From an optimization exercise on the open Yosys and OpenROAD flow, aimed at small area; shortcuts taken in it are not production practice.
In this exercise RTL edits were held to simulation tests only and were not proved equivalent to the original.
Power is estimated from default activity; no workload was simulated.

## flow/design.v (module list and top-level ports; edited modules follow where they fit)
// module fa: 4 lines
// module mul3: 1559 lines
// module add32: 280 lines
// module multiple: 105 lines
module multiple(
 input iClk,
 input iReset_n,
 input iChipSelect_n,
 input iWrite_n,
 input iRead_n,
 input [3:0] iAddress,
 input [31:0] iData,
 output reg [31:0] oData
 );
  // ...
==> flow/flow/run.sh <==
#!/bin/bash
# The standard layout, with the input and output port buffers made of the
# smallest buffer cell (every port still gets its own buffer).
set -euo pipefail
export BUFFER_PORTS_ARGS="-buffer_cell sky130_fd_sc_hd__buf_1"
bash standard.sh > standard_flow.log 2>&1
==> flow/standard.sh <==
#!/bin/bash
# synth_recipe.tcl (not shown) runs the flow's synth.tcl, then flattens the netlist and writes it again
# the make line also repeats each setting of config.mk as NAME=value (left out here)
make -C /OpenROAD-flow-scripts/flow DESIGN_CONFIG=/design/flow/config.mk WORK_HOME=/design/flow/orfs CLKGATE_MAP_FILE= SYNTH_SCRIPT=/design/flow/synth_recipe.tcl "${@:-finish}"
==> flow/config.mk <==
export PLATFORM = sky130hd
export DESIGN_NAME = multiple
export DESIGN_NICKNAME = multiple
export VERILOG_FILES = /design/flow/design.v
export SDC_FILE = /design/flow/constraint.sdc
export NUM_CORES = 4
export LEC_CHECK = 0
export CAP_MARGIN = 20
export CORE_MARGIN = 2
export CORE_UTILIZATION = 40
export CTS_CLUSTER_DIAMETER = 120
export CTS_CLUSTER_SIZE = 26
export SLEW_MARGIN = 20
export SYNTH_HIERARCHICAL = 1
==> flow/constraint.sdc <==
create_clock -name core_clock -period 9.0 [get_ports {iClk}]
set_input_delay 1.8000 -clock core_clock [delete_from_list [all_inputs] [get_ports {iClk}]]
set_output_delay 1.8000 -clock core_clock [all_outputs]
set_load 0.01 [all_outputs]
==> flow_metrics.tcl, run 1 <==
set metrics [dict create \
    buf_share_pct 3.19 \
    grt_pass1_vias 12418 \
    seqCellArea_mm2 0.00790 \
    seq-power_mw 1.81 \
    met2_length_um 23700 \
    synth_cells 1505 \
    fillers 4368 \
    async_flop_share_pct 14.1 \
    pre_cts_slack_ps 701 \
    avgRoutedWirePerCell_um 22.8 \
    grt_setup_unrepaired "false" \
    drtIter0Drc 1040 \
    dr.pass1.iters 7 \
    viasPerCell 5.49 \
    max-vdd-ir-drop_uv 191 \
    areaGrowthSynthToFinish_pct 4.44 \
    layout.nets 1808 \
    relSlewSlack_pct 26.0 \
    fin_util_pct 42.2 \
    ctsHoldBuffers 0 \
    wirelength_um 47400 \
    clock_cell_area_share_pct 2.17 \
    synth_top_area_cell "edfxtp_1" \
    synth_top_family_by_area "adder cells" \
    grt_pass1_wl_um 73800 \
    seq_power_share_pct 44.0 \
    synth.most_common_cell "nor2_1" \
    cts_tree "yes" \
    seq_cell_count 297 \
    core_mm2 0.0465 \
    synth_top_area_share_pct 27.7 \
    layout_setup_ws_ps 733 \
    intPower_mw 2.66 \
    grt_util_met1_pct 26.0 \
    top_usage_layer "met2" \
    met1_length_um 18800 \
    num_vias 11419 \
    placement_rows 79 \
    finalWeightedCongestion 0.870 \
    cts.clk_slew.worst_paths_ps 100 \
    start_kind "register" \
    outcome "timing/DRC/antenna clean" \
    min_path_cells 0 \
]
==> inputs of run 2 (changes only) <==
--- a/flow/design.v
+++ b/flow/design.v
@@ -363,60 +363,60 @@
 wire s355;
 wire c356;
 wire s357;
 wire c358;
 wire s359;
 wire c360;
 wire s361;
 wire c362;
-wire g363;
-wire p364;
-wire g365;
-wire p366;
-wire g367;
-wire p368;
-wire g369;
-wire p370;
-wire g371;
-wire p372;
-wire g373;
-wire p374;
-wire g375;
-wire p376;
-wire G377;
-wire P378;
-wire G379;
-wire P380;
-wire G381;
-wire P382;
-wire G383;
-wire P384;
-wire G385;
-wire P386;
-wire G387;
-wire P388;
-wire G389;
-wire P390;
-wire G391;
-wire P392;
-wire G393;
-wire P394;
-wire G395;
-wire P396;
-wire G397;
-wire P398;
-wire r399;
-wire r400;
-wire r401;
-wire r402;
-wire r403;
-wire r404;
-wire r405;
-wire r406;
+wire s363;
+wire c364;
+wire s365;
+wire c366;
+wire s367;
+wire c368;
+wire s369;
+wire c370;
+wire s371;
+wire c372;
+wire s373;
+wire c374;
+wire s375;
+wire c376;
+wire s377;
+wire c378;
+wire s379;
+wire c380;
+wire s381;
+wire c382;
+wire s383;
+wire c384;
+wire s385;
+wire c386;
+wire s387;
+wire c388;
+wire s389;
+wire c390;
+wire s391;
+wire c392;
+wire s393;
+wire c394;
+wire s395;
+wire c396;
+wire s397;
+wire c398;
+wire s399;
+wire c400;
+wire s401;
+wire c402;
+wire s403;
+wire c404;
+wire s405;
+wire c406;
 wire s407;
 wire c408;
 wire s409;
 wire c410;
 wire s411;
 wire c412;
 wire s413;
 wire c414;
@@ -721,86 +721,86 @@
 wire s713;
 wire c714;
 wire s715;
 wire c716;
 wire s717;
 wire c718;
 wire s719;
 wire c720;
-wire s721;
-wire c722;
-wire s723;
-wire c724;
-wire s725;
-wire c726;
-wire s727;
-wire c728;
-wire s729;
-wire c730;
-wire s731;
-wire c732;
-wire s733;
-wire c734;
-wire s735;
-wire c736;
-wire s737;
-wire c738;
-wire s739;
-wire c740;
-wire s741;
-wire c742;
-wire s743;
-wire c744;
-wire s745;
-wire c746;
-wire s747;
-wire c748;
-wire s749;
-wire c750;
+wire g721;
+wire p722;
+wire g723;
+wire p724;
+wire g725;
+wire p726;
+wire g727;
+wire p728;
+wire g729;
+wire p730;
+wire g731;
+wire p732;
+wire g733;
+wire p734;
+wire g735;
+wire p736;
+wire g737;
+wire p738;
+wire g739;
+wire p740;
+wire g741;
+wire p742;
+wire g743;
+wire p744;
+wire g745;
+wire p746;
+wire g747;
+wire p748;
+wire g749;
+wire p750;
 wire g751;
 wire p752;
 wire g753;
 wire p754;
 wire g755;
 wire p756;
 wire g757;
 wire p758;
 wire g759;
 wire p760;
-wire g761;
-wire p762;
-wire g763;
-wire p764;
-wire g765;
-wire p766;
-wire g767;
-wire p768;
-wire g769;
-wire p770;
-wire g771;
-wire p772;
-wire g773;
-wire p774;
-wire g775;
-wire p776;
-wire g777;
-wire p778;
-wire g779;
-wire p780;
-wire g781;
-wire p782;
-wire g783;
-wire p784;
-wire g785;
-wire p786;
-wire g787;
-wire p788;
-wire g789;
-wire p790;
+wire G761;
+wire P762;
+wire G763;
+wire P764;
+wire G765;
+wire P766;
+wire G767;
+wire P768;
+wire G769;
+wire P770;
+wire G771;
+wire P772;
+wire G773;
+wire P774;
+wire G775;
+wire P776;
+wire G777;
+wire P778;
+wire G779;
+wire P780;
+wire G781;
+wire P782;
+wire G783;
+wire P784;
+wire G785;
+wire P786;
+wire G787;
+wire P788;
+wire G789;
+wire P790;
 wire G791;
 wire P792;
 wire G793;
 wire P794;
 wire G795;
 wire P796;
 wire G797;
 wire P798;
@@ -829,67 +829,37 @@
 wire G821;
 wire P822;
 wire G823;
 wire P824;
 wire G825;
 wire P826;
 wire G827;
 wire P828;
-wire G829;
-wire P830;
-wire G831;
-wire P832;
-wire G833;
-wire P834;
-wire G835;
-wire P836;
-wire G837;
-wire P838;
-wire G839;
-wire P840;
-wire G841;
-wire P842;
-wire G843;
-wire P844;
-wire G845;
-wire P846;
-wire G847;
-wire P848;
-wire G849;
-wire P850;
-wire G851;
-wire P852;
-wire G853;
-wire P854;
-wire G855;
-wire P856;
-wire G857;
-wire P858;
-wire r859;
-wire r860;
-wire r861;
-wire r862;
-wire r863;
-wire r864;
-wire r865;
-wire r866;
-wire r867;
-wire r868;
-wire r869;
-wire r870;
-wire r871;
-wire r872;
-wire r873;
-wire r874;
-wire r875;
-wire r876;
-wire r877;
-wire r878;
-wire r879;
+wire r829;
+wire r830;
+wire r831;
+wire r832;
+wire r833;
+wire r834;
+wire r835;
+wire r836;
+wire r837;
+wire r838;
+wire r839;
+wire r840;
+wire r841;
+wire r842;
+wire r843;
+wire r844;
+wire r845;
+wire r846;
+wire r847;
+wire r848;
+wire r849;
 assign pp1 = ~(nx[0] | ny[0]);
 assign pp2 = ~(nx[0] | ny[1]);
 assign pp3 = ~(nx[0] | ny[2]);
 assign pp4 = ~(nx[0] | ny[3]);
 assign pp5 = ~(nx[0] | ny[4]);
 assign pp6 = ~(nx[0] | ny[5]);
 assign pp7 = ~(nx[0] | ny[6]);
 assign pp8 = ~(nx[0] | ny[7]);
@@ -1198,372 +1168,335 @@
 fa u348 (.a(s313), .b(c328), .c(s329), .s(s347), .co(c348));
 fa u350 (.a(c314), .b(s331), .c(c330), .s(s349), .co(c350));
 fa u352 (.a(c316), .b(s333), .c(c332), .s(s351), .co(c352));
 fa u354 (.a(pp104), .b(pp119), .c(c334), .s(s353), .co(c354));
 fa u356 (.a(s335), .b(s265), .c(c274), .s(s355), .co(c356));
 fa u358 (.a(s337), .b(c336), .c(c356), .s(s357), .co(c358));
 fa u360 (.a(s339), .b(c338), .c(c358), .s(s359), .co(c360));
 fa u362 (.a(s341), .b(c340), .c(c360), .s(s361), .co(c362));
-assign g363 = s343 & c342;
-assign p364 = s343 ^ c342;
-assign g365 = s345 & c344;
-assign p366 = s345 ^ c344;
-assign g367 = s347 & c346;
-assign p368 = s347 ^ c346;
-assign g369 = s349 & c348;
-assign p370 = s349 ^ c348;
-assign g371 = s351 & c350;
-assign p372 = s351 ^ c350;
-assign g373 = s353 & c352;
-assign p374 = s353 ^ c352;
-assign g375 = pp120 & c354;
-assign p376 = pp120 ^ c354;
-assign G377 = g363 | (p364 & c362);
-assign P378 = p364 & 1'b0;
-assign G379 = g367 | (p368 & g365);
-assign P380 = p368 & p366;
-assign G381 = g371 | (p372 & g369);
-assign P382 = p372 & p370;
-assign G383 = g375 | (p376 & g373);
-assign P384 = p376 & p374;
-assign G385 = G379 | (P380 & G377);
-assign P386 = P380 & P378;
-assign G387 = G383 | (P384 & G381);
-assign P388 = P384 & P382;
-assign G389 = G387 | (P388 & G385);
-assign P390 = P388 & P386;
-assign G391 = G381 | (P382 & G385);
-assign P392 = P382 & P386;
-assign G393 = g365 | (p366 & G377);
-assign P394 = p366 & P378;
-assign G395 = g369 | (p370 & G385);
-assign P396 = p370 & P386;
-assign G397 = g373 | (p374 & G391);
-assign P398 = p374 & P392;
-assign r399 = p364 ^ c362;
-assign r400 = p366 ^ G377;
-assign r401 = p368 ^ G393;
-assign r402 = p370 ^ G385;
-assign r403 = p372 ^ G395;
-assign r404 = p374 ^ G391;
-assign r405 = p376 ^ G397;
-assign r406 = 1'b0 ^ G389;
-assign s407 = pp134 ^ pp14;
-assign c408 = pp134 & pp14;
-fa u410 (.a(pp105), .b(pp120), .c(pp135), .s(s409), .co(c410));
-fa u412 (.a(pp15), .b(pp150), .c(pp165), .s(s411), .co(c412));
-fa u414 (.a(pp106), .b(pp121), .c(pp136), .s(s413), .co(c414));
-fa u416 (.a(pp151), .b(pp16), .c(pp166), .s(s415), .co(c416));
-assign s417 = pp181 ^ pp196;
-assign c418 = pp181 & pp196;
-fa u420 (.a(pp107), .b(pp122), .c(pp137), .s(s419), .co(c420));
-fa u422 (.a(pp152), .b(pp167), .c(pp182), .s(s421), .co(c422));
-assign s423 = pp197 ^ pp212;
-assign c424 = pp197 & pp212;
-fa u426 (.a(pp108), .b(pp123), .c(pp138), .s(s425), .co(c426));
-fa u428 (.a(pp153), .b(pp168), .c(pp183), .s(s427), .co(c428));
-fa u430 (.a(pp109), .b(pp124), .c(pp139), .s(s429), .co(c430));
-assign s431 = pp12 ^ pp132;
-assign c432 = pp12 & pp132;
-fa u434 (.a(pp13), .b(pp133), .c(pp148), .s(s433), .co(c434));
-fa u436 (.a(pp163), .b(pp178), .c(pp193), .s(s435), .co(c436));
-fa u438 (.a(pp149), .b(pp164), .c(pp179), .s(s437), .co(c438));
-fa u440 (.a(pp194), .b(pp209), .c(pp29), .s(s439), .co(c440));
-fa u442 (.a(pp44), .b(pp59), .c(pp74), .s(s441), .co(c442));
-fa u444 (.a(pp180), .b(pp195), .c(pp210), .s(s443), .co(c444));
-fa u446 (.a(pp225), .b(pp30), .c(pp45), .s(s445), .co(c446));
-fa u448 (.a(pp60), .b(pp75), .c(pp90), .s(s447), .co(c448));
-assign s449 = c408 ^ s409;
-assign c450 = c408 & s409;
-fa u452 (.a(pp211), .b(pp226), .c(pp241), .s(s451), .co(c452));
-fa u454 (.a(pp31), .b(pp46), .c(pp61), .s(s453), .co(c454));
-fa u456 (.a(pp76), .b(pp91), .c(s417), .s(s455), .co(c456));
-fa u458 (.a(c410), .b(c412), .c(s413), .s(s457), .co(c458));
-fa u460 (.a(pp227), .b(pp242), .c(pp32), .s(s459), .co(c460));
-fa u462 (.a(pp47), .b(pp62), .c(pp77), .s(s461), .co(c462));
-fa u464 (.a(pp92), .b(c418), .c(s423), .s(s463), .co(c464));
-fa u466 (.a(c414), .b(c416), .c(s419), .s(s465), .co(c466));
-fa u468 (.a(pp198), .b(pp213), .c(pp228), .s(s467), .co(c468));
-fa u470 (.a(pp243), .b(pp48), .c(pp63), .s(s469), .co(c470));
-fa u472 (.a(pp78), .b(pp93), .c(c424), .s(s471), .co(c472));
-fa u474 (.a(c420), .b(c422), .c(s425), .s(s473), .co(c474));
-fa u476 (.a(pp154), .b(pp169), .c(pp184), .s(s475), .co(c476));
-fa u478 (.a(pp199), .b(pp214), .c(pp229), .s(s477), .co(c478));
-fa u480 (.a(pp244), .b(pp64), .c(pp79), .s(s479), .co(c480));
-fa u482 (.a(pp94), .b(c426), .c(c428), .s(s481), .co(c482));
-fa u484 (.a(pp110), .b(pp125), .c(pp140), .s(s483), .co(c484));
-fa u486 (.a(pp155), .b(pp170), .c(pp185), .s(s485), .co(c486));
-fa u488 (.a(pp200), .b(pp215), .c(pp230), .s(s487), .co(c488));
-fa u490 (.a(pp245), .b(pp80), .c(pp95), .s(s489), .co(c490));
-fa u492 (.a(pp111), .b(pp126), .c(pp141), .s(s491), .co(c492));
-fa u494 (.a(pp156), .b(pp171), .c(pp186), .s(s493), .co(c494));
-fa u496 (.a(pp201), .b(pp216), .c(pp231), .s(s495), .co(c496));
-fa u498 (.a(pp112), .b(pp127), .c(pp142), .s(s497), .co(c498));
-fa u500 (.a(pp157), .b(pp172), .c(pp187), .s(s499), .co(c500));
-fa u502 (.a(pp128), .b(pp143), .c(pp158), .s(s501), .co(c502));
-fa u504 (.a(pp11), .b(pp131), .c(pp146), .s(s503), .co(c504));
-fa u506 (.a(pp147), .b(pp162), .c(pp177), .s(s505), .co(c506));
-fa u508 (.a(pp27), .b(pp42), .c(pp57), .s(s507), .co(c508));
-fa u510 (.a(pp28), .b(pp43), .c(pp58), .s(s509), .co(c510));
-fa u512 (.a(pp73), .b(c432), .c(s433), .s(s511), .co(c512));
-assign s513 = s435 ^ s351;
-assign c514 = s435 & s351;
-fa u516 (.a(pp89), .b(s407), .c(c434), .s(s515), .co(c516));
-fa u518 (.a(c436), .b(s437), .c(s439), .s(s517), .co(c518));
-fa u520 (.a(s441), .b(s353), .c(c352), .s(s519), .co(c520));
-fa u522 (.a(c438), .b(c440), .c(c442), .s(s521), .co(c522));
-fa u524 (.a(s411), .b(s443), .c(s445), .s(s523), .co(c524));
-fa u526 (.a(s447), .b(c354), .c(s449), .s(s525), .co(c526));
-fa u528 (.a(c444), .b(c446), .c(c448), .s(s527), .co(c528));
-fa u530 (.a(s415), .b(s451), .c(s453), .s(s529), .co(c530));
-fa u532 (.a(c450), .b(s455), .c(s457), .s(s531), .co(c532));
-fa u534 (.a(c452), .b(c454), .c(s421), .s(s533), .co(c534));
-fa u536 (.a(s459), .b(s461), .c(c456), .s(s535), .co(c536));
-fa u538 (.a(s463), .b(c458), .c(s465), .s(s537), .co(c538));
-fa u540 (.a(c460), .b(c462), .c(s427), .s(s539), .co(c540));
-fa u542 (.a(s467), .b(s469), .c(c464), .s(s541), .co(c542));
-fa u544 (.a(s471), .b(c466), .c(s473), .s(s543), .co(c544));
-fa u546 (.a(c468), .b(c470), .c(s429), .s(s545), .co(c546));
-fa u548 (.a(s475), .b(s477), .c(s479), .s(s547), .co(c548));
-fa u550 (.a(c472), .b(c474), .c(s481), .s(s549), .co(c550));
-fa u552 (.a(c430), .b(c476), .c(c478), .s(s551), .co(c552));
-fa u554 (.a(c480), .b(s483), .c(s485), .s(s553), .co(c554));
-fa u556 (.a(s487), .b(s489), .c(c482), .s(s555), .co(c556));
-fa u558 (.a(pp246), .b(pp96), .c(c484), .s(s557), .co(c558));
-fa u560 (.a(c486), .b(c488), .c(c490), .s(s559), .co(c560));
-fa u562 (.a(s491), .b(s493), .c(s495), .s(s561), .co(c562));
-fa u564 (.a(pp202), .b(pp217), .c(pp232), .s(s563), .co(c564));
-fa u566 (.a(pp247), .b(c492), .c(c494), .s(s565), .co(c566));
-fa u568 (.a(c496), .b(s497), .c(s499), .s(s567), .co(c568));
-fa u570 (.a(pp173), .b(pp188), .c(pp203), .s(s569), .co(c570));
-fa u572 (.a(pp218), .b(pp233), .c(pp248), .s(s571), .co(c572));
-fa u574 (.a(c498), .b(c500), .c(s501), .s(s573), .co(c574));
-fa u576 (.a(pp144), .b(pp159), .c(pp174), .s(s575), .co(c576));
-fa u578 (.a(pp189), .b(pp204), .c(pp219), .s(s577), .co(c578));
-fa u580 (.a(pp234), .b(pp249), .c(c502), .s(s579), .co(c580));
-fa u582 (.a(pp160), .b(pp175), .c(pp190), .s(s581), .co(c582));
-fa u584 (.a(pp205), .b(pp220), .c(pp235), .s(s583), .co(c584));
-fa u586 (.a(pp176), .b(pp191), .c(pp206), .s(s585), .co(c586));
-fa u588 (.a(pp10), .b(pp130), .c(pp145), .s(s587), .co(c588));
-fa u590 (.a(pp161), .b(pp26), .c(pp41), .s(s589), .co(c590));
-assign s591 = s503 ^ c346;
-assign c592 = s503 & c346;
-fa u594 (.a(s431), .b(c504), .c(s505), .s(s593), .co(c594));
-fa u596 (.a(s507), .b(c348), .c(s349), .s(s595), .co(c596));
-fa u598 (.a(c506), .b(c508), .c(s509), .s(s597), .co(c598));
-fa u600 (.a(s511), .b(c350), .c(s513), .s(s599), .co(c600));
-fa u602 (.a(c510), .b(c512), .c(s515), .s(s601), .co(c602));
-fa u604 (.a(s517), .b(c514), .c(s519), .s(s603), .co(c604));
-fa u606 (.a(c516), .b(c518), .c(s521), .s(s605), .co(c606));
-fa u608 (.a(s523), .b(s525), .c(c520), .s(s607), .co(c608));
-fa u610 (.a(c522), .b(c524), .c(s527), .s(s609), .co(c610));
-fa u612 (.a(s529), .b(c526), .c(s531), .s(s611), .co(c612));
-fa u614 (.a(c528), .b(c530), .c(s533), .s(s613), .co(c614));
-fa u616 (.a(s535), .b(c532), .c(s537), .s(s615), .co(c616));
-fa u618 (.a(c534), .b(s539), .c(c536), .s(s617), .co(c618));
-fa u620 (.a(s541), .b(c538), .c(s543), .s(s619), .co(c620));
-fa u622 (.a(c540), .b(s545), .c(s547), .s(s621), .co(c622));
-fa u624 (.a(c542), .b(c544), .c(s549), .s(s623), .co(c624));
-fa u626 (.a(c546), .b(c548), .c(s551), .s(s625), .co(c626));
-fa u628 (.a(s553), .b(c550), .c(s555), .s(s627), .co(c628));
-fa u630 (.a(c552), .b(c554), .c(s557), .s(s629), .co(c630));
-fa u632 (.a(s559), .b(s561), .c(c556), .s(s631), .co(c632));
-fa u634 (.a(s563), .b(c558), .c(c560), .s(s633), .co(c634));
-fa u636 (.a(c562), .b(s565), .c(s567), .s(s635), .co(c636));
-fa u638 (.a(c564), .b(s569), .c(s571), .s(s637), .co(c638));
-fa u640 (.a(c566), .b(c568), .c(s573), .s(s639), .co(c640));
-fa u642 (.a(c570), .b(c572), .c(s575), .s(s641), .co(c642));
-fa u644 (.a(s577), .b(c574), .c(s579), .s(s643), .co(c644));
-fa u646 (.a(pp250), .b(c576), .c(c578), .s(s645), .co(c646));
-fa u648 (.a(s581), .b(s583), .c(c580), .s(s647), .co(c648));
-fa u650 (.a(pp221), .b(pp236), .c(pp251), .s(s649), .co(c650));
-fa u652 (.a(c582), .b(c584), .c(s585), .s(s651), .co(c652));
-fa u654 (.a(pp192), .b(pp207), .c(pp222), .s(s653), .co(c654));
-fa u656 (.a(pp237), .b(pp252), .c(c586), .s(s655), .co(c656));
-fa u658 (.a(pp208), .b(pp223), .c(pp238), .s(s657), .co(c658));
-assign s659 = pp129 ^ pp9;
-assign c660 = pp129 & pp9;
-fa u662 (.a(pp25), .b(s587), .c(c344), .s(s661), .co(c662));
-fa u664 (.a(c588), .b(s589), .c(s347), .s(s663), .co(c664));
-fa u666 (.a(c590), .b(s593), .c(c592), .s(s665), .co(c666));
-fa u668 (.a(c594), .b(s597), .c(c596), .s(s667), .co(c668));
-fa u670 (.a(c598), .b(s601), .c(c600), .s(s669), .co(c670));
-fa u672 (.a(c602), .b(s605), .c(c604), .s(s671), .co(c672));
-fa u674 (.a(c606), .b(s609), .c(s611), .s(s673), .co(c674));
-fa u676 (.a(c610), .b(s613), .c(c612), .s(s675), .co(c676));
-fa u678 (.a(c614), .b(s617), .c(c616), .s(s677), .co(c678));
-fa u680 (.a(c618), .b(s621), .c(c620), .s(s679), .co(c680));
-fa u682 (.a(c622), .b(s625), .c(c624), .s(s681), .co(c682));
-fa u684 (.a(c626), .b(s629), .c(c628), .s(s683), .co(c684));
-fa u686 (.a(c630), .b(s633), .c(s635), .s(s685), .co(c686));
-fa u688 (.a(s637), .b(c634), .c(c636), .s(s687), .co(c688));
-fa u690 (.a(c638), .b(s641), .c(c640), .s(s689), .co(c690));
-fa u692 (.a(c642), .b(s645), .c(c644), .s(s691), .co(c692));
-fa u694 (.a(s649), .b(c646), .c(s651), .s(s693), .co(c694));
-fa u696 (.a(c650), .b(s653), .c(c652), .s(s695), .co(c696));
-fa u698 (.a(pp253), .b(c654), .c(s657), .s(s697), .co(c698));
-fa u700 (.a(pp224), .b(pp239), .c(pp254), .s(s699), .co(c700));
-assign s701 = s659 ^ c342;
-assign c702 = s659 & c342;
-fa u704 (.a(c660), .b(s345), .c(s661), .s(s703), .co(c704));
-fa u706 (.a(s591), .b(c662), .c(s663), .s(s705), .co(c706));
-fa u708 (.a(c664), .b(s595), .c(s665), .s(s707), .co(c708));
-fa u710 (.a(s599), .b(c666), .c(s667), .s(s709), .co(c710));
-fa u712 (.a(s603), .b(c668), .c(s669), .s(s711), .co(c712));
-fa u714 (.a(s607), .b(c670), .c(s671), .s(s713), .co(c714));
-fa u716 (.a(c608), .b(s673), .c(c672), .s(s715), .co(c716));
-fa u718 (.a(s615), .b(c674), .c(s675), .s(s717), .co(c718));
-fa u720 (.a(s619), .b(c676), .c(s677), .s(s719), .co(c720));
-fa u722 (.a(s623), .b(c678), .c(s679), .s(s721), .co(c722));
-fa u724 (.a(s627), .b(c680), .c(s681), .s(s723), .co(c724));
-fa u726 (.a(s631), .b(c682), .c(s683), .s(s725), .co(c726));
-fa u728 (.a(c632), .b(s685), .c(c684), .s(s727), .co(c728));
-fa u730 (.a(s639), .b(c686), .c(s687), .s(s729), .co(c730));
-fa u732 (.a(s643), .b(c688), .c(s689), .s(s731), .co(c732));
-fa u734 (.a(s647), .b(c690), .c(s691), .s(s733), .co(c734));
-fa u736 (.a(c648), .b(s693), .c(c692), .s(s735), .co(c736));
-fa u738 (.a(s655), .b(c694), .c(s695), .s(s737), .co(c738));
-fa u740 (.a(c656), .b(s697), .c(c696), .s(s739), .co(c740));
-fa u742 (.a(c658), .b(s699), .c(c698), .s(s741), .co(c742));
-fa u744 (.a(pp240), .b(pp255), .c(c700), .s(s743), .co(c744));
-fa u746 (.a(s701), .b(s343), .c(c362), .s(s745), .co(c746));
-fa u748 (.a(s703), .b(c702), .c(c746), .s(s747), .co(c748));
-fa u750 (.a(s705), .b(c704), .c(c748), .s(s749), .co(c750));
+fa u364 (.a(s343), .b(c342), .c(c362), .s(s363), .co(c364));
+fa u366 (.a(s345), .b(c344), .c(c364), .s(s365), .co(c366));
+fa u368 (.a(s347), .b(c346), .c(c366), .s(s367), .co(c368));
+fa u370 (.a(s349), .b(c348), .c(c368), .s(s369), .co(c370));
+fa u372 (.a(s351), .b(c350), .c(c370), .s(s371), .co(c372));
+fa u374 (.a(s353), .b(c352), .c(c372), .s(s373), .co(c374));
+fa u376 (.a(pp120), .b(c354), .c(c374), .s(s375), .co(c376));
+assign s377 = pp134 ^ pp14;
+assign c378 = pp134 & pp14;
+fa u380 (.a(pp105), .b(pp120), .c(pp135), .s(s379), .co(c380));
+fa u382 (.a(pp15), .b(pp150), .c(pp165), .s(s381), .co(c382));
+fa u384 (.a(pp106), .b(pp121), .c(pp136), .s(s383), .co(c384));
+fa u386 (.a(pp151), .b(pp16), .c(pp166), .s(s385), .co(c386));
+assign s387 = pp181 ^ pp196;
+assign c388 = pp181 & pp196;
+fa u390 (.a(pp107), .b(pp122), .c(pp137), .s(s389), .co(c390));
+fa u392 (.a(pp152), .b(pp167), .c(pp182), .s(s391), .co(c392));
+assign s393 = pp197 ^ pp212;
+assign c394 = pp197 & pp212;
+fa u396 (.a(pp108), .b(pp123), .c(pp138), .s(s395), .co(c396));
+fa u398 (.a(pp153), .b(pp168), .c(pp183), .s(s397), .co(c398));
+fa u400 (.a(pp109), .b(pp124), .c(pp139), .s(s399), .co(c400));
+assign s401 = pp12 ^ pp132;
+assign c402 = pp12 & pp132;
+fa u404 (.a(pp13), .b(pp133), .c(pp148), .s(s403), .co(c404));
+fa u406 (.a(pp163), .b(pp178), .c(pp193), .s(s405), .co(c406));
+fa u408 (.a(pp149), .b(pp164), .c(pp179), .s(s407), .co(c408));
+fa u410 (.a(pp194), .b(pp209), .c(pp29), .s(s409), .co(c410));
+fa u412 (.a(pp44), .b(pp59), .c(pp74), .s(s411), .co(c412));
+fa u414 (.a(pp180), .b(pp195), .c(pp210), .s(s413), .co(c414));
+fa u416 (.a(pp225), .b(pp30), .c(pp45), .s(s415), .co(c416));
+fa u418 (.a(pp60), .b(pp75), .c(pp90), .s(s417), .co(c418));
+assign s419 = c378 ^ s379;
+assign c420 = c378 & s379;
+fa u422 (.a(pp211), .b(pp226), .c(pp241), .s(s421), .co(c422));
+fa u424 (.a(pp31), .b(pp46), .c(pp61), .s(s423), .co(c424));
+fa u426 (.a(pp76), .b(pp91), .c(s387), .s(s425), .co(c426));
+fa u428 (.a(c380), .b(c382), .c(s383), .s(s427), .co(c428));
+fa u430 (.a(pp227), .b(pp242), .c(pp32), .s(s429), .co(c430));
+fa u432 (.a(pp47), .b(pp62), .c(pp77), .s(s431), .co(c432));
+fa u434 (.a(pp92), .b(c388), .c(s393), .s(s433), .co(c434));
+fa u436 (.a(c384), .b(c386), .c(s389), .s(s435), .co(c436));
+fa u438 (.a(pp198), .b(pp213), .c(pp228), .s(s437), .co(c438));
+fa u440 (.a(pp243), .b(pp48), .c(pp63), .s(s439), .co(c440));
+fa u442 (.a(pp78), .b(pp93), .c(c394), .s(s441), .co(c442));
+fa u444 (.a(c390), .b(c392), .c(s395), .s(s443), .co(c444));
+fa u446 (.a(pp154), .b(pp169), .c(pp184), .s(s445), .co(c446));
+fa u448 (.a(pp199), .b(pp214), .c(pp229), .s(s447), .co(c448));
+fa u450 (.a(pp244), .b(pp64), .c(pp79), .s(s449), .co(c450));
+fa u452 (.a(pp94), .b(c396), .c(c398), .s(s451), .co(c452));
+fa u454 (.a(pp110), .b(pp125), .c(pp140), .s(s453), .co(c454));
+fa u456 (.a(pp155), .b(pp170), .c(pp185), .s(s455), .co(c456));
+fa u458 (.a(pp200), .b(pp215), .c(pp230), .s(s457), .co(c458));
+fa u460 (.a(pp245), .b(pp80), .c(pp95), .s(s459), .co(c460));
+fa u462 (.a(pp111), .b(pp126), .c(pp141), .s(s461), .co(c462));
+fa u464 (.a(pp156), .b(pp171), .c(pp186), .s(s463), .co(c464));
+fa u466 (.a(pp201), .b(pp216), .c(pp231), .s(s465), .co(c466));
+fa u468 (.a(pp112), .b(pp127), .c(pp142), .s(s467), .co(c468));
+fa u470 (.a(pp157), .b(pp172), .c(pp187), .s(s469), .co(c470));
+fa u472 (.a(pp128), .b(pp143), .c(pp158), .s(s471), .co(c472));
+fa u474 (.a(pp11), .b(pp131), .c(pp146), .s(s473), .co(c474));
+fa u476 (.a(pp147), .b(pp162), .c(pp177), .s(s475), .co(c476));
+fa u478 (.a(pp27), .b(pp42), .c(pp57), .s(s477), .co(c478));
+fa u480 (.a(pp28), .b(pp43), .c(pp58), .s(s479), .co(c480));
+fa u482 (.a(pp73), .b(c402), .c(s403), .s(s481), .co(c482));
+assign s483 = s405 ^ s351;
+assign c484 = s405 & s351;
+fa u486 (.a(pp89), .b(s377), .c(c404), .s(s485), .co(c486));
+fa u488 (.a(c406), .b(s407), .c(s409), .s(s487), .co(c488));
+fa u490 (.a(s411), .b(s353), .c(c352), .s(s489), .co(c490));
+fa u492 (.a(c408), .b(c410), .c(c412), .s(s491), .co(c492));
+fa u494 (.a(s381), .b(s413), .c(s415), .s(s493), .co(c494));
+fa u496 (.a(s417), .b(c354), .c(s419), .s(s495), .co(c496));
+fa u498 (.a(c414), .b(c416), .c(c418), .s(s497), .co(c498));
+fa u500 (.a(s385), .b(s421), .c(s423), .s(s499), .co(c500));
+fa u502 (.a(c420), .b(s425), .c(s427), .s(s501), .co(c502));
+fa u504 (.a(c422), .b(c424), .c(s391), .s(s503), .co(c504));
+fa u506 (.a(s429), .b(s431), .c(c426), .s(s505), .co(c506));
+fa u508 (.a(s433), .b(c428), .c(s435), .s(s507), .co(c508));
+fa u510 (.a(c430), .b(c432), .c(s397), .s(s509), .co(c510));
+fa u512 (.a(s437), .b(s439), .c(c434), .s(s511), .co(c512));
+fa u514 (.a(s441), .b(c436), .c(s443), .s(s513), .co(c514));
+fa u516 (.a(c438), .b(c440), .c(s399), .s(s515), .co(c516));
+fa u518 (.a(s445), .b(s447), .c(s449), .s(s517), .co(c518));
+fa u520 (.a(c442), .b(c444), .c(s451), .s(s519), .co(c520));
+fa u522 (.a(c400), .b(c446), .c(c448), .s(s521), .co(c522));
+fa u524 (.a(c450), .b(s453), .c(s455), .s(s523), .co(c524));
+fa u526 (.a(s457), .b(s459), .c(c452), .s(s525), .co(c526));
+fa u528 (.a(pp246), .b(pp96), .c(c454), .s(s527), .co(c528));
+fa u530 (.a(c456), .b(c458), .c(c460), .s(s529), .co(c530));
+fa u532 (.a(s461), .b(s463), .c(s465), .s(s531), .co(c532));
+fa u534 (.a(pp202), .b(pp217), .c(pp232), .s(s533), .co(c534));
+fa u536 (.a(pp247), .b(c462), .c(c464), .s(s535), .co(c536));
+fa u538 (.a(c466), .b(s467), .c(s469), .s(s537), .co(c538));
+fa u540 (.a(pp173), .b(pp188), .c(pp203), .s(s539), .co(c540));
+fa u542 (.a(pp218), .b(pp233), .c(pp248), .s(s541), .co(c542));
+fa u544 (.a(c468), .b(c470), .c(s471), .s(s543), .co(c544));
+fa u546 (.a(pp144), .b(pp159), .c(pp174), .s(s545), .co(c546));
+fa u548 (.a(pp189), .b(pp204), .c(pp219), .s(s547), .co(c548));
+fa u550 (.a(pp234), .b(pp249), .c(c472), .s(s549), .co(c550));
+fa u552 (.a(pp160), .b(pp175), .c(pp190), .s(s551), .co(c552));
+fa u554 (.a(pp205), .b(pp220), .c(pp235), .s(s553), .co(c554));
+fa u556 (.a(pp176), .b(pp191), .c(pp206), .s(s555), .co(c556));
+fa u558 (.a(pp10), .b(pp130), .c(pp145), .s(s557), .co(c558));
+fa u560 (.a(pp161), .b(pp26), .c(pp41), .s(s559), .co(c560));
+assign s561 = s473 ^ c346;
+assign c562 = s473 & c346;
+fa u564 (.a(s401), .b(c474), .c(s475), .s(s563), .co(c564));
+fa u566 (.a(s477), .b(c348), .c(s349), .s(s565), .co(c566));
+fa u568 (.a(c476), .b(c478), .c(s479), .s(s567), .co(c568));
+fa u570 (.a(s481), .b(c350), .c(s483), .s(s569), .co(c570));
+fa u572 (.a(c480), .b(c482), .c(s485), .s(s571), .co(c572));
+fa u574 (.a(s487), .b(c484), .c(s489), .s(s573), .co(c574));
+fa u576 (.a(c486), .b(c488), .c(s491), .s(s575), .co(c576));
+fa u578 (.a(s493), .b(s495), .c(c490), .s(s577), .co(c578));
+fa u580 (.a(c492), .b(c494), .c(s497), .s(s579), .co(c580));
+fa u582 (.a(s499), .b(c496), .c(s501), .s(s581), .co(c582));
+fa u584 (.a(c498), .b(c500), .c(s503), .s(s583), .co(c584));
+fa u586 (.a(s505), .b(c502), .c(s507), .s(s585), .co(c586));
+fa u588 (.a(c504), .b(s509), .c(c506), .s(s587), .co(c588));
+fa u590 (.a(s511), .b(c508), .c(s513), .s(s589), .co(c590));
+fa u592 (.a(c510), .b(s515), .c(s517), .s(s591), .co(c592));
+fa u594 (.a(c512), .b(c514), .c(s519), .s(s593), .co(c594));
+fa u596 (.a(c516), .b(c518), .c(s521), .s(s595), .co(c596));
+fa u598 (.a(s523), .b(c520), .c(s525), .s(s597), .co(c598));
+fa u600 (.a(c522), .b(c524), .c(s527), .s(s599), .co(c600));
+fa u602 (.a(s529), .b(s531), .c(c526), .s(s601), .co(c602));
+fa u604 (.a(s533), .b(c528), .c(c530), .s(s603), .co(c604));
+fa u606 (.a(c532), .b(s535), .c(s537), .s(s605), .co(c606));
+fa u608 (.a(c534), .b(s539), .c(s541), .s(s607), .co(c608));
+fa u610 (.a(c536), .b(c538), .c(s543), .s(s609), .co(c610));
+fa u612 (.a(c540), .b(c542), .c(s545), .s(s611), .co(c612));
+fa u614 (.a(s547), .b(c544), .c(s549), .s(s613), .co(c614));
+fa u616 (.a(pp250), .b(c546), .c(c548), .s(s615), .co(c616));
+fa u618 (.a(s551), .b(s553), .c(c550), .s(s617), .co(c618));
+fa u620 (.a(pp221), .b(pp236), .c(pp251), .s(s619), .co(c620));
+fa u622 (.a(c552), .b(c554), .c(s555), .s(s621), .co(c622));
+fa u624 (.a(pp192), .b(pp207), .c(pp222), .s(s623), .co(c624));
+fa u626 (.a(pp237), .b(pp252), .c(c556), .s(s625), .co(c626));
+fa u628 (.a(pp208), .b(pp223), .c(pp238), .s(s627), .co(c628));
+assign s629 = pp129 ^ pp9;
+assign c630 = pp129 & pp9;
+fa u632 (.a(pp25), .b(s557), .c(c344), .s(s631), .co(c632));
+fa u634 (.a(c558), .b(s559), .c(s347), .s(s633), .co(c634));
+fa u636 (.a(c560), .b(s563), .c(c562), .s(s635), .co(c636));
+fa u638 (.a(c564), .b(s567), .c(c566), .s(s637), .co(c638));
+fa u640 (.a(c568), .b(s571), .c(c570), .s(s639), .co(c640));
+fa u642 (.a(c572), .b(s575), .c(c574), .s(s641), .co(c642));
+fa u644 (.a(c576), .b(s579), .c(s581), .s(s643), .co(c644));
+fa u646 (.a(c580), .b(s583), .c(c582), .s(s645), .co(c646));
+fa u648 (.a(c584), .b(s587), .c(c586), .s(s647), .co(c648));
+fa u650 (.a(c588), .b(s591), .c(c590), .s(s649), .co(c650));
+fa u652 (.a(c592), .b(s595), .c(c594), .s(s651), .co(c652));
+fa u654 (.a(c596), .b(s599), .c(c598), .s(s653), .co(c654));
+fa u656 (.a(c600), .b(s603), .c(s605), .s(s655), .co(c656));
+fa u658 (.a(s607), .b(c604), .c(c606), .s(s657), .co(c658));
+fa u660 (.a(c608), .b(s611), .c(c610), .s(s659), .co(c660));
+fa u662 (.a(c612), .b(s615), .c(c614), .s(s661), .co(c662));
+fa u664 (.a(s619), .b(c616), .c(s621), .s(s663), .co(c664));
+fa u666 (.a(c620), .b(s623), .c(c622), .s(s665), .co(c666));
+fa u668 (.a(pp253), .b(c624), .c(s627), .s(s667), .co(c668));
+fa u670 (.a(pp224), .b(pp239), .c(pp254), .s(s669), .co(c670));
+assign s671 = s629 ^ c342;
+assign c672 = s629 & c342;
+fa u674 (.a(c630), .b(s345), .c(s631), .s(s673), .co(c674));
+fa u676 (.a(s561), .b(c632), .c(s633), .s(s675), .co(c676));
+fa u678 (.a(c634), .b(s565), .c(s635), .s(s677), .co(c678));
+fa u680 (.a(s569), .b(c636), .c(s637), .s(s679), .co(c680));
+fa u682 (.a(s573), .b(c638), .c(s639), .s(s681), .co(c682));
+fa u684 (.a(s577), .b(c640), .c(s641), .s(s683), .co(c684));
+fa u686 (.a(c578), .b(s643), .c(c642), .s(s685), .co(c686));
+fa u688 (.a(s585), .b(c644), .c(s645), .s(s687), .co(c688));
+fa u690 (.a(s589), .b(c646), .c(s647), .s(s689), .co(c690));
+fa u692 (.a(s593), .b(c648), .c(s649), .s(s691), .co(c692));
+fa u694 (.a(s597), .b(c650), .c(s651), .s(s693), .co(c694));
+fa u696 (.a(s601), .b(c652), .c(s653), .s(s695), .co(c696));
+fa u698 (.a(c602), .b(s655), .c(c654), .s(s697), .co(c698));
+fa u700 (.a(s609), .b(c656), .c(s657), .s(s699), .co(c700));
+fa u702 (.a(s613), .b(c658), .c(s659), .s(s701), .co(c702));
+fa u704 (.a(s617), .b(c660), .c(s661), .s(s703), .co(c704));
+fa u706 (.a(c618), .b(s663), .c(c662), .s(s705), .co(c706));
+fa u708 (.a(s625), .b(c664), .c(s665), .s(s707), .co(c708));
+fa u710 (.a(c626), .b(s667), .c(c666), .s(s709), .co(c710));
+fa u712 (.a(c628), .b(s669), .c(c668), .s(s711), .co(c712));
+fa u714 (.a(pp240), .b(pp255), .c(c670), .s(s713), .co(c714));
+fa u716 (.a(s671), .b(s343), .c(c362), .s(s715), .co(c716));
+fa u718 (.a(s673), .b(c672), .c(c716), .s(s717), .co(c718));
+fa u720 (.a(s675), .b(c674), .c(c718), .s(s719), .co(c720));
+assign g721 = s677 & c676;
+assign p722 = s677 ^ c676;
+assign g723 = s679 & c678;
+assign p724 = s679 ^ c678;
+assign g725 = s681 & c680;
+assign p726 = s681 ^ c680;
+assign g727 = s683 & c682;
+assign p728 = s683 ^ c682;
+assign g729 = s685 & c684;
+assign p730 = s685 ^ c684;
+assign g731 = s687 & c686;
+assign p732 = s687 ^ c686;
+assign g733 = s689 & c688;
+assign p734 = s689 ^ c688;
+assign g735 = s691 & c690;
+assign p736 = s691 ^ c690;
+assign g737 = s693 & c692;
+assign p738 = s693 ^ c692;
+assign g739 = s695 & c694;
+assign p740 = s695 ^ c694;
+assign g741 = s697 & c696;
+assign p742 = s697 ^ c696;
+assign g743 = s699 & c698;
+assign p744 = s699 ^ c698;
+assign g745 = s701 & c700;
+assign p746 = s701 ^ c700;
+assign g747 = s703 & c702;
+assign p748 = s703 ^ c702;
+assign g749 = s705 & c704;
+assign p750 = s705 ^ c704;
 assign g751 = s707 & c706;
 assign p752 = s707 ^ c706;
 assign g753 = s709 & c708;
 assign p754 = s709 ^ c708;
 assign g755 = s711 & c710;
 assign p756 = s711 ^ c710;
 assign g757 = s713 & c712;
 assign p758 = s713 ^ c712;
-assign g759 = s715 & c714;
-assign p760 = s715 ^ c714;
-assign g761 = s717 & c716;
-assign p762 = s717 ^ c716;
-assign g763 = s719 & c718;
-assign p764 = s719 ^ c718;
-assign g765 = s721 & c720;
-assign p766 = s721 ^ c720;
-assign g767 = s723 & c722;
-assign p768 = s723 ^ c722;
-assign g769 = s725 & c724;
-assign p770 = s725 ^ c724;
-assign g771 = s727 & c726;
-assign p772 = s727 ^ c726;
-assign g773 = s729 & c728;
-assign p774 = s729 ^ c728;
-assign g775 = s731 & c730;
-assign p776 = s731 ^ c730;
-assign g777 = s733 & c732;
-assign p778 = s733 ^ c732;
-assign g779 = s735 & c734;
-assign p780 = s735 ^ c734;
-assign g781 = s737 & c736;
-assign p782 = s737 ^ c736;
-assign g783 = s739 & c738;
-assign p784 = s739 ^ c738;
-assign g785 = s741 & c740;
-assign p786 = s741 ^ c740;
-assign g787 = s743 & c742;
-assign p788 = s743 ^ c742;
-assign g789 = pp256 & c744;
-assign p790 = pp256 ^ c744;
-assign G791 = g751 | (p752 & c750);
-assign P792 = p752 & 1'b0;
-assign G793 = g755 | (p756 & g753);
-assign P794 = p756 & p754;
-assign G795 = g759 | (p760 & g757);
-assign P796 = p760 & p758;
-assign G797 = g763 | (p764 & g761);
-assign P798 = p764 & p762;
-assign G799 = g767 | (p768 & g765);
-assign P800 = p768 & p766;
-assign G801 = g771 | (p772 & g769);
-assign P802 = p772 & p770;
-assign G803 = g775 | (p776 & g773);
-assign P804 = p776 & p774;
-assign G805 = g779 | (p780 & g777);
-assign P806 = p780 & p778;
-assign G807 = g783 | (p784 & g781);
-assign P808 = p784 & p782;
-assign G809 = g787 | (p788 & g785);
-assign P810 = p788 & p786;
-assign G811 = G793 | (P794 & G791);
-assign P812 = P794 & P792;
-assign G813 = G797 | (P798 & G795);
-assign P814 = P798 & P796;
-assign G815 = G801 | (P802 & G799);
-assign P816 = P802 & P800;
-assign G817 = G805 | (P806 & G803);
-assign P818 = P806 & P804;
-assign G819 = G809 | (P810 & G807);
-assign P820 = P810 & P808;
-assign G821 = G813 | (P814 & G811);
-assign P822 = P814 & P812;
-assign G823 = G817 | (P818 & G815);
-assign P824 = P818 & P816;
-assign G825 = G823 | (P824 & G821);
-assign P826 = P824 & P822;
-assign G827 = G815 | (P816 & G821);
-assign P828 = P816 & P822;
-assign G829 = G819 | (P820 & G825);
-assign P830 = P820 & P826;
-assign G831 = G795 | (P796 & G811);
-assign P832 = P796 & P812;
-assign G833 = G799 | (P800 & G821);
-assign P834 = P800 & P822;
-assign G835 = G803 | (P804 & G827);
-assign P836 = P804 & P828;
-assign G837 = G807 | (P808 & G825);
-assign P838 = P808 & P826;
-assign G839 = g753 | (p754 & G791);
-assign P840 = p754 & P792;
-assign G841 = g757 | (p758 & G811);
-assign P842 = p758 & P812;
-assign G843 = g761 | (p762 & G831);
-assign P844 = p762 & P832;
-assign G845 = g765 | (p766 & G821);
-assign P846 = p766 & P822;
-assign G847 = g769 | (p770 & G833);
-assign P848 = p770 & P834;
-assign G849 = g773 | (p774 & G827);
-assign P850 = p774 & P828;
-assign G851 = g777 | (p778 & G835);
-assign P852 = p778 & P836;
-assign G853 = g781 | (p782 & G825);
-assign P854 = p782 & P826;
-assign G855 = g785 | (p786 & G837);
-assign P856 = p786 & P838;
-assign G857 = g789 | (p790 & G829);
-assign P858 = p790 & P830;
-assign r859 = p752 ^ c750;
-assign r860 = p754 ^ G791;
-assign r861 = p756 ^ G839;
-assign r862 = p758 ^ G811;
-assign r863 = p760 ^ G841;
-assign r864 = p762 ^ G831;
-assign r865 = p764 ^ G843;
-assign r866 = p766 ^ G821;
-assign r867 = p768 ^ G845;
-assign r868 = p770 ^ G833;
-assign r869 = p772 ^ G847;
-assign r870 = p774 ^ G827;
-assign r871 = p776 ^ G849;
-assign r872 = p778 ^ G835;
-assign r873 = p780 ^ G851;
-assign r874 = p782 ^ G825;
-assign r875 = p784 ^ G853;
-assign r876 = p786 ^ G837;
-assign r877 = p788 ^ G855;
-assign r878 = p790 ^ G829;
-assign r879 = 1'b0 ^ G857;
-assign p16 = {r879, r878, r877, r876, r875, r874, r873, r872, r871, r870, r869, r868, r867, r866, r865, r864, r863, r862, r861, r860, r859, s749, s747, s745, s361, s359, s357, s355, s273, s271, s269, pp1};
-assign p8h = {r406, r405, r404, r403, r402, r401, r400, r399};
+assign g759 = pp256 & c714;
+assign p760 = pp256 ^ c714;
+assign G761 = g721 | (p722 & c720);
+assign P762 = p722 & 1'b0;
+assign G763 = g725 | (p726 & g723);
+assign P764 = p726 & p724;
+assign G765 = g729 | (p730 & g727);
+assign P766 = p730 & p728;
+assign G767 = g733 | (p734 & g731);
+assign P768 = p734 & p732;
+assign G769 = g737 | (p738 & g735);
+assign P770 = p738 & p736;
+assign G771 = g741 | (p742 & g739);
+assign P772 = p742 & p740;
+assign G773 = g745 | (p746 & g743);
+assign P774 = p746 & p744;
+assign G775 = g749 | (p750 & g747);
+assign P776 = p750 & p748;
+assign G777 = g753 | (p754 & g751);
+assign P778 = p754 & p752;
+assign G779 = g757 | (p758 & g755);
+assign P780 = p758 & p756;
+assign G781 = G763 | (P764 & G761);
+assign P782 = P764 & P762;
+assign G783 = G767 | (P768 & G765);
+assign P784 = P768 & P766;
+assign G785 = G771 | (P772 & G769);
+assign P786 = P772 & P770;
+assign G787 = G775 | (P776 & G773);
+assign P788 = P776 & P774;
+assign G789 = G779 | (P780 & G777);
+assign P790 = P780 & P778;
+assign G791 = G783 | (P784 & G781);
+assign P792 = P784 & P782;
+assign G793 = G787 | (P788 & G785);
+assign P794 = P788 & P786;
+assign G795 = G793 | (P794 & G791);
+assign P796 = P794 & P792;
+assign G797 = G785 | (P786 & G791);
+assign P798 = P786 & P792;
+assign G799 = G789 | (P790 & G795);
+assign P800 = P790 & P796;
+assign G801 = G765 | (P766 & G781);
+assign P802 = P766 & P782;
+assign G803 = G769 | (P770 & G791);
+assign P804 = P770 & P792;
+assign G805 = G773 | (P774 & G797);
+assign P806 = P774 & P798;
+assign G807 = G777 | (P778 & G795);
+assign P808 = P778 & P796;
+assign G809 = g723 | (p724 & G761);
+assign P810 = p724 & P762;
+assign G811 = g727 | (p728 & G781);
+assign P812 = p728 & P782;
+assign G813 = g731 | (p732 & G801);
+assign P814 = p732 & P802;
+assign G815 = g735 | (p736 & G791);
+assign P816 = p736 & P792;
+assign G817 = g739 | (p740 & G803);
+assign P818 = p740 & P804;
+assign G819 = g743 | (p744 & G797);
+assign P820 = p744 & P798;
+assign G821 = g747 | (p748 & G805);
+assign P822 = p748 & P806;
+assign G823 = g751 | (p752 & G795);
+assign P824 = p752 & P796;
+assign G825 = g755 | (p756 & G807);
+assign P826 = p756 & P808;
+assign G827 = g759 | (p760 & G799);
+assign P828 = p760 & P800;
+assign r829 = p722 ^ c720;
+assign r830 = p724 ^ G761;
+assign r831 = p726 ^ G809;
+assign r832 = p728 ^ G781;
+assign r833 = p730 ^ G811;
+assign r834 = p732 ^ G801;
+assign r835 = p734 ^ G813;
+assign r836 = p736 ^ G791;
+assign r837 = p738 ^ G815;
+assign r838 = p740 ^ G803;
+assign r839 = p742 ^ G817;
+assign r840 = p744 ^ G797;
+assign r841 = p746 ^ G819;
+assign r842 = p748 ^ G805;
+assign r843 = p750 ^ G821;
+assign r844 = p752 ^ G795;
+assign r845 = p754 ^ G823;
+assign r846 = p756 ^ G807;
+assign r847 = p758 ^ G825;
+assign r848 = p760 ^ G799;
+assign r849 = 1'b0 ^ G827;
+assign p16 = {r849, r848, r847, r846, r845, r844, r843, r842, r841, r840, r839, r838, r837, r836, r835, r834, r833, r832, r831, r830, r829, s719, s717, s715, s361, s359, s357, s355, s273, s271, s269, pp1};
+assign p8h = {c376, s375, s373, s371, s369, s367, s365, s363};
 assign p4h = {c280, s279, s277, s275};
 endmodule
 module add32(
   input [31:0] x, input [31:0] y,
   output [31:0] s
 );
 wire s1;
 wire c2;
==> flow/flow/run.sh (replaced) <==
#!/bin/bash
# The standard layout, with the input and output port buffers made of the
# smallest buffer cell (every port still gets its own buffer), and ORFS's
# power recovery after global routing (downsizes cells on paths with slack).
set -euo pipefail
export BUFFER_PORTS_ARGS="-buffer_cell sky130_fd_sc_hd__buf_1"
export RECOVER_POWER=100
bash standard.sh > standard_flow.log 2>&1
==> flow_metrics.tcl, run 2 <==
set metrics [dict create \
    arrival_ps 8770 \
    start_kind "register" \
    p_leak_nw 7.72 \
    hold_slack_ps 441 \
    viasPerCell 5.51 \
    fmax_ghz 0.120 \
    initial_utilization_pct 40.3 \
    fp.dieH_um 220 \
    cp_slowest_cell "dfstp_1" \
    core_mm2 0.0464 \
    worst-path-buf-inv 1 \
    synth_edf_count 173 \
    postCtsSetupRepairBufs 0 \
    diodes 0 \
    grt_antenna_before_repair 3 \
    ys_warn_count 7 \
    crit_top_cell "fa_1" \
    grt_pass1_wl_um 73400 \
    fillers 4276 \
    grt_max_degree 57 \
    synth_ff_type "edfxtp_1" \
    placement_rows 79 \
    setup_viol 0 \
    synth_top_area_cell "edfxtp_1" \
    synthSimpleGateAreaFrac_pct 9.36 \
    crit_family "adder cells" \
    grt_use_total_pct 20.4 \
    synth.distinct_cells 63 \
    tightest_slew_ps 3490 \
    dieArea_mm2 0.0484 \
    cts_max_path_buffers 3 \
    synth_top_area_share_pct 27.8 \
    synth_area_leaders "edfxtp_1 28%, fa_1 26%, dfxtp_1 8.8%, nor2_1 6.2%, dfrtp_1 4.8%" \
    post-route-cell-area_mm2 0.0194 \
    reg2reg_slack_ps 640 \
    cts_resized 0 \
    powerDensity_mw_per_mm2 214 \
    htreeDepth 1 \
    avgRoutedWirePerCell_um 22.8 \
    postSynthAreaPerCell_um2 12.5 \
    finalWeightedCongestion 0.848 \
    cts_tree "yes" \
    r2r-start "zo" \
    io_pins 73 \
    numCtsBuffers 15 \
    outcome "complete, but fails checks" \
    synth_compound_area_share_pct 7.60 \
    drv_slew 231 \
    synth.most_common_cell "nor2_1" \
    wirelength_um 47100 \
    check-failures "capacitance limit, slew limit" \
    synth_top_family_by_area "adder cells" \
    clk-insertion-delay-late_ps 500 \
    synth_xor_area_share_pct 0.938 \
    worst-path-max-fanout 20 \
    post-dp-hpwl_um 34700 \
    num_vias 11393 \
    hold_start "l8h[1]" \
    cp-end-kind "register" \
    power_mw 4.15 \
    dr.pass1.iters 5 \
    place_inst 2043 \
    drtIter0Drc 856 \
    cpPeakStageDelay_ps 610 \
    startpoint "zo" \
    place_area_mm2 0.0191 \
    fin_cells 2068 \
    cts_root_buf "clkbuf_16" \
    muxShareOfSynthArea_pct 3.30 \
    grt_pass1_vias 12391 \
    min_path_type "register to register" \
    ant_nets 0 \
    layout.nets 1794 \
    drc_errors 0 \
    synth_cells 1492 \
    cap_viol_max_count 8 \
    max-vdd-ir-drop_uv 172 \
    async_flop_share_pct 14.1 \
    final_common_cell "nor2_1" \
    areaGrowthSynthToFinish_pct 4.03 \
    syn_area_mm2 0.0187 \
    ys_seq_area_share_pct 42.3 \
    port_buffers 72 \
    period_share_pct 92.8 \
    critPathKind "register to register" \
    final_hold_viol_count 0 \
    layout_common_cells "310 x nor2_1, 247 x fa_1, 173 x edfxtp_1, 82 x dfxtp_1, 65 x buf_1" \
    post-route-min-period_ps 8360 \
    seqCellArea_mm2 0.00790 \
    drive_gt1_share_pct 6.02 \
    multi_input_area_mm2 0.00956 \
    synth_fp_nets 1833 \
    grt_setup_unrepaired "false" \
    grt_remaining_overflow 0 \
    pre_cts_slack_ps 786 \
    ys_ff_latch 297 \
    layout_setup_ws_ps 644 \
    fin_skew_ps 19.7 \
    relSlewSlack_pct -135 \
    fin_util_pct 41.9 \
    synth_fa_ha_area_share_pct 30.0 \
    cts.clk_slew.worst_paths_ps 110 \
    synth.top_cells.by_count "310 x nor2_1, 247 x fa_1, 173 x edfxtp_1" \
    ctsHoldBuffers 0 \
    final.setup.tns_ps 0 \
    critPathRequiredTime_ps 9410 \
    clock-sinks 297 \
    die_w_um 220 \
]
[run 2: cell count changes after synthesis, moves of 3 or more]
cell,previous run,this run
ha_1,59,53
a21o_1,7,3
a21oi_2,2,5
fa_1,244,247
inv_1,50,47
nand2b_1,1,4
xor2_1,12,9
[run 2: cell families after synthesis]
| logic type | after synthesis |
|---|---|
| AND/OR/NAND/NOR | 403 |
| flip-flops | 297 |
| AO/OA/AOI/OAI | 187 |
| buffers and inverters | 224 |
| XOR/XNOR | 20 |
| adder cells (fa/ha/maj) | 300 |
| multiplexers | 61 |
[run 2: Yosys stat by module (local to each module, per instance)]
module	cells inside	flip-flops and latches	cell area (um2)	copies in the design
multiple	665	297	10500	1
mul3	485	0	2630	1
add32	116	0	982	1
fa	1	0	20.0	226
[run 2: per-layer routing]
layer  GRT usage, %  part of all wire, %  wire length, um  up-vias
met5              0                0.021               10        -
met4           6.98                  3.6             1680        2
met3           3.24                  6.3             2970       94
met2           34.9                   50            23400      400
met1           26.2                   40            19000     5973
li1               -                    -                -     4924
[run 2: area by class of cell]
cell class / instances / area share [%]
tap: 607 / 3.91
clock buffer: 24 / 2.11
multi-input combinational: 971 / 49.2
inverter: 47 / 0.908
clock inverter: 1 / 0.0837
sequential: 297 / 40.6
timing repair buffer: 121 / 3.16
[run 2: where the power goes]
| part | switching (mW) | internal (mW) | leakage, nW | total [mW] |
|---|---|---|---|---|
| clock | 0.420 | 0.322 | 0.203 | 0.742 |
| sequential | 0.115 | 1.69 | 2.75 | 1.80 |
| combinational | 0.949 | 0.659 | 4.77 | 1.61 |
| total | 1.48 | 2.67 | 7.72 | 4.15 |
[run 2: final timing paths]
path | depth (start not counted) | to
setup reg to reg | 25 | oData[31]
hold reg to reg | 0 | o8h[1]
max in group asynchronous | 2 | oData[7]
hold / removal | 0 | o8h[1]
setup / recovery | 25 | oData[31]
min in group asynchronous | 2 | oData[29]
==> inputs of run 3 (changes only) <==
==> flow/flow/run.sh (replaced) <==
#!/bin/bash
# The standard layout, with the input and output port buffers made of the
# smallest buffer cell (every port still gets its own buffer).
set -euo pipefail
export BUFFER_PORTS_ARGS="-buffer_cell sky130_fd_sc_hd__buf_1"
bash standard.sh > standard_flow.log 2>&1
==> flow_metrics.tcl, run 3 <==
set metrics [dict create \
    cpPeakStageDelay_ps 590 \
    drc_errors 0 \
    cp-end-kind "register" \
    fin_util_pct 42.1 \
    post-dp-hpwl_um 34700 \
    postSynthAreaPerCell_um2 12.5 \
    hold_start "l8h[4]" \
    diodes 0 \
    outcome "timing/DRC/antenna clean" \
    die_w_um 220 \
    worst-path-buf-inv 1 \
    synth.distinct_cells 63 \
    synth_ff_type "edfxtp_1" \
    grt_pass1_vias 12391 \
    avgRoutedWirePerCell_um 22.8 \
    cts_max_path_buffers 3 \
    critPathRequiredTime_ps 9410 \
    htreeDepth 1 \
    hold_slack_ps 442 \
    period_share_pct 91.0 \
    ctsHoldBuffers 0 \
    synth_top_area_cell "edfxtp_1" \
    dieArea_mm2 0.0484 \
    synth_fp_nets 1833 \
    placement_rows 79 \
    areaGrowthSynthToFinish_pct 4.54 \
    powerDensity_mw_per_mm2 213 \
    p_leak_nw 7.76 \
    cap_viol_max_count 0 \
    worst-path-max-fanout 20 \
    tightest_slew_ps 1120 \
    grt_pass1_wl_um 73400 \
    pre_cts_slack_ps 786 \
    fin_skew_ps 23.4 \
    final_common_cell "nor2_1" \
    min_path_type "register to register" \
    initial_utilization_pct 40.3 \
    fmax_ghz 0.122 \
    synth.top_cells.by_count "310 x nor2_1, 247 x fa_1, 173 x edfxtp_1" \
    place_area_mm2 0.0191 \
    wirelength_um 47100 \
    max-vdd-ir-drop_uv 172 \
    post-route-min-period_ps 8190 \
    cts.clk_slew.worst_paths_ps 110 \
    arrival_ps 8600 \
    port_buffers 72 \
    synth_edf_count 173 \
    postCtsSetupRepairBufs 0 \
    cp_slowest_cell "dfstp_2" \
    cts_resized 0 \
    synth_area_leaders "edfxtp_1 28%, fa_1 26%, dfxtp_1 8.8%, nor2_1 6.2%, dfrtp_1 4.8%" \
    core_mm2 0.0464 \
    syn_area_mm2 0.0187 \
    fin_cells 2068 \
    num_vias 11400 \
    dr.pass1.iters 8 \
    ant_nets 0 \
    ys_ff_latch 297 \
    start_kind "register" \
    setup_viol 0 \
    critPathKind "register to register" \
    min_path_cells 0 \
    cts_root_buf "clkbuf_16" \
    crit_top_cell "fa_1" \
    min_to "o8h[4]" \
    grt_max_degree 57 \
    power_mw 4.16 \
    layout.nets 1794 \
    finalWeightedCongestion 0.848 \
    r2r-start "zo" \
    drtIter0Drc 927 \
    relSlewSlack_pct 24.5 \
    layout_setup_ws_ps 814 \
    fillers 4253 \
    grt_antenna_before_repair 3 \
    io_pins 73 \
    clock-sinks 297 \
    async_flop_share_pct 14.1 \
    drive_gt1_share_pct 7.26 \
    numCtsBuffers 15 \
    clk-insertion-delay-late_ps 510 \
    synth.most_common_cell "nor2_1" \
    synth_cells 1492 \
    final.setup.tns_ps 0 \
    post-route-cell-area_mm2 0.0195 \
    rr_endpoint "oData[31]" \
    crit_family "adder cells" \
    layout_common_cells "306 x nor2_1, 247 x fa_1, 173 x edfxtp_1, 82 x dfxtp_1, 71 x buf_1" \
    reg2reg_slack_ps 810 \
    ys_warn_count 7 \
    synth_top_area_share_pct 27.8 \
    viasPerCell 5.51 \
    grt_setup_unrepaired "false" \
    cts_tree "yes" \
    drv_slew 0 \
    grt_remaining_overflow 0 \
    place_inst 2043 \
    grt_use_total_pct 20.4 \
    final_hold_viol_count 0 \
    ys_seq_area_share_pct 42.3 \
    reg2regPathDepth 25 \
    fp.dieH_um 220 \
]
## run 3: cell count changes in the layout (fill, tap and decap cells not counted), moves of 2 or more
cell,previous run,this run
dfstp_1,2,0
and2_1,4,8
and2_0,4,0
nor2_4,0,4
o21ai_0,23,21
o21ai_1,1,3
dfstp_2,4,6
clkbuf_1,22,9
nor2_1,310,306
buf_1,65,71
buf_4,42,49
## run 3: Yosys stat by module (local to each module, per instance)
module    cell area [um2]  flip-flops and latches
add32                 982                       0
mul3                 2630                       0
multiple            10500                     297
fa                   20.0                       0
## run 3: where the power goes
part	total [mW]	leakage (nW)	switching (mW)	internal, mW
Clock	0.742	0.203	0.420	0.322
Combinational	1.61	4.81	0.953	0.662
Sequential	1.80	2.75	0.114	1.69
## run 3: final cells by class
| type | instances | area (um2) | share of cell area (%) |
|---|---|---|---|
| tap | 607 | 759 | 3.89 |
| timing repair buffer | 121 | 639 | 3.27 |
| multi-input combinational | 971 | 9630 | 49.3 |
| clock buffer | 24 | 409 | 2.10 |
| inverter | 47 | 176 | 0.903 |
| sequential | 297 | 7900 | 40.4 |
| clock inverter | 1 | 16.3 | 0.0833 |
## run 3: cells by family after synthesis
logic type,share of synthesized area (%)
and+or+nand+nor,9.36
adders and majority gates,30.0
DFF,42.3
buffers and inverters,6.52
AOI/OAI and AO/OA,7.60
muxes,3.30
xor gates and xnor gates,0.938
## run 3: layer usage
layer / vias up / global-route usage (%) / wire [um]
li1: 4928 / - / -
met1: 5963 / 26.2 / 19200
met2: 406 / 34.9 / 23400
met3: 101 / 3.24 / 2910
met4: 2 / 6.98 / 1680
met5: - / 0 / 10
## run 3: how the worst max path moves through the flow
stage	startpoint	end	depth (start not counted)	slack, ps
5_1_grt	zo	oData[31]	25	470
6_report	zo	oData[31]	25	810
4_1_cts	zo	oData[31]	25	820
3_5_place_dp	zo	oData[31]	25	790
2_1_floorplan	zo	oData[31]	27	1140
3_3_place_gp	zo	oData[31]	25	980

-- port drivers added, routing unchanged --
Ports are ideal in the flow. The routed layouts listed here were re-timed in OpenROAD.
Step 1 sets driving cells, clkbuf_16 on the clock port and buf_2 on the other inputs (assumed; they add their load-dependent delay and slew).
Step 2 adds t to the input delays and takes it off the output delays; t is the mean of the earliest and latest rising clock arrival at the registers after step 1. Input paths then give back, and output paths get back, about the clock's delay inside the block.
Three values: ideal ports, drivers, drivers and shift; two values: the first two.
| run | t, ns | setup slack, ns | worst data-port slew with drivers (ns) | cell pins on the clock port's net |
|---|---|---|---|---|
| run 1 | 0.542 | 0.733 / 0.733 / 0.733 | 0.12 | 1 |
| run 2 | 0.548 | 0.644 / 0.644 / 0.644 | 0.10 | 1 |
| run 3 | 0.550 | 0.814 / 0.814 / 0.814 | 0.10 | 1 |
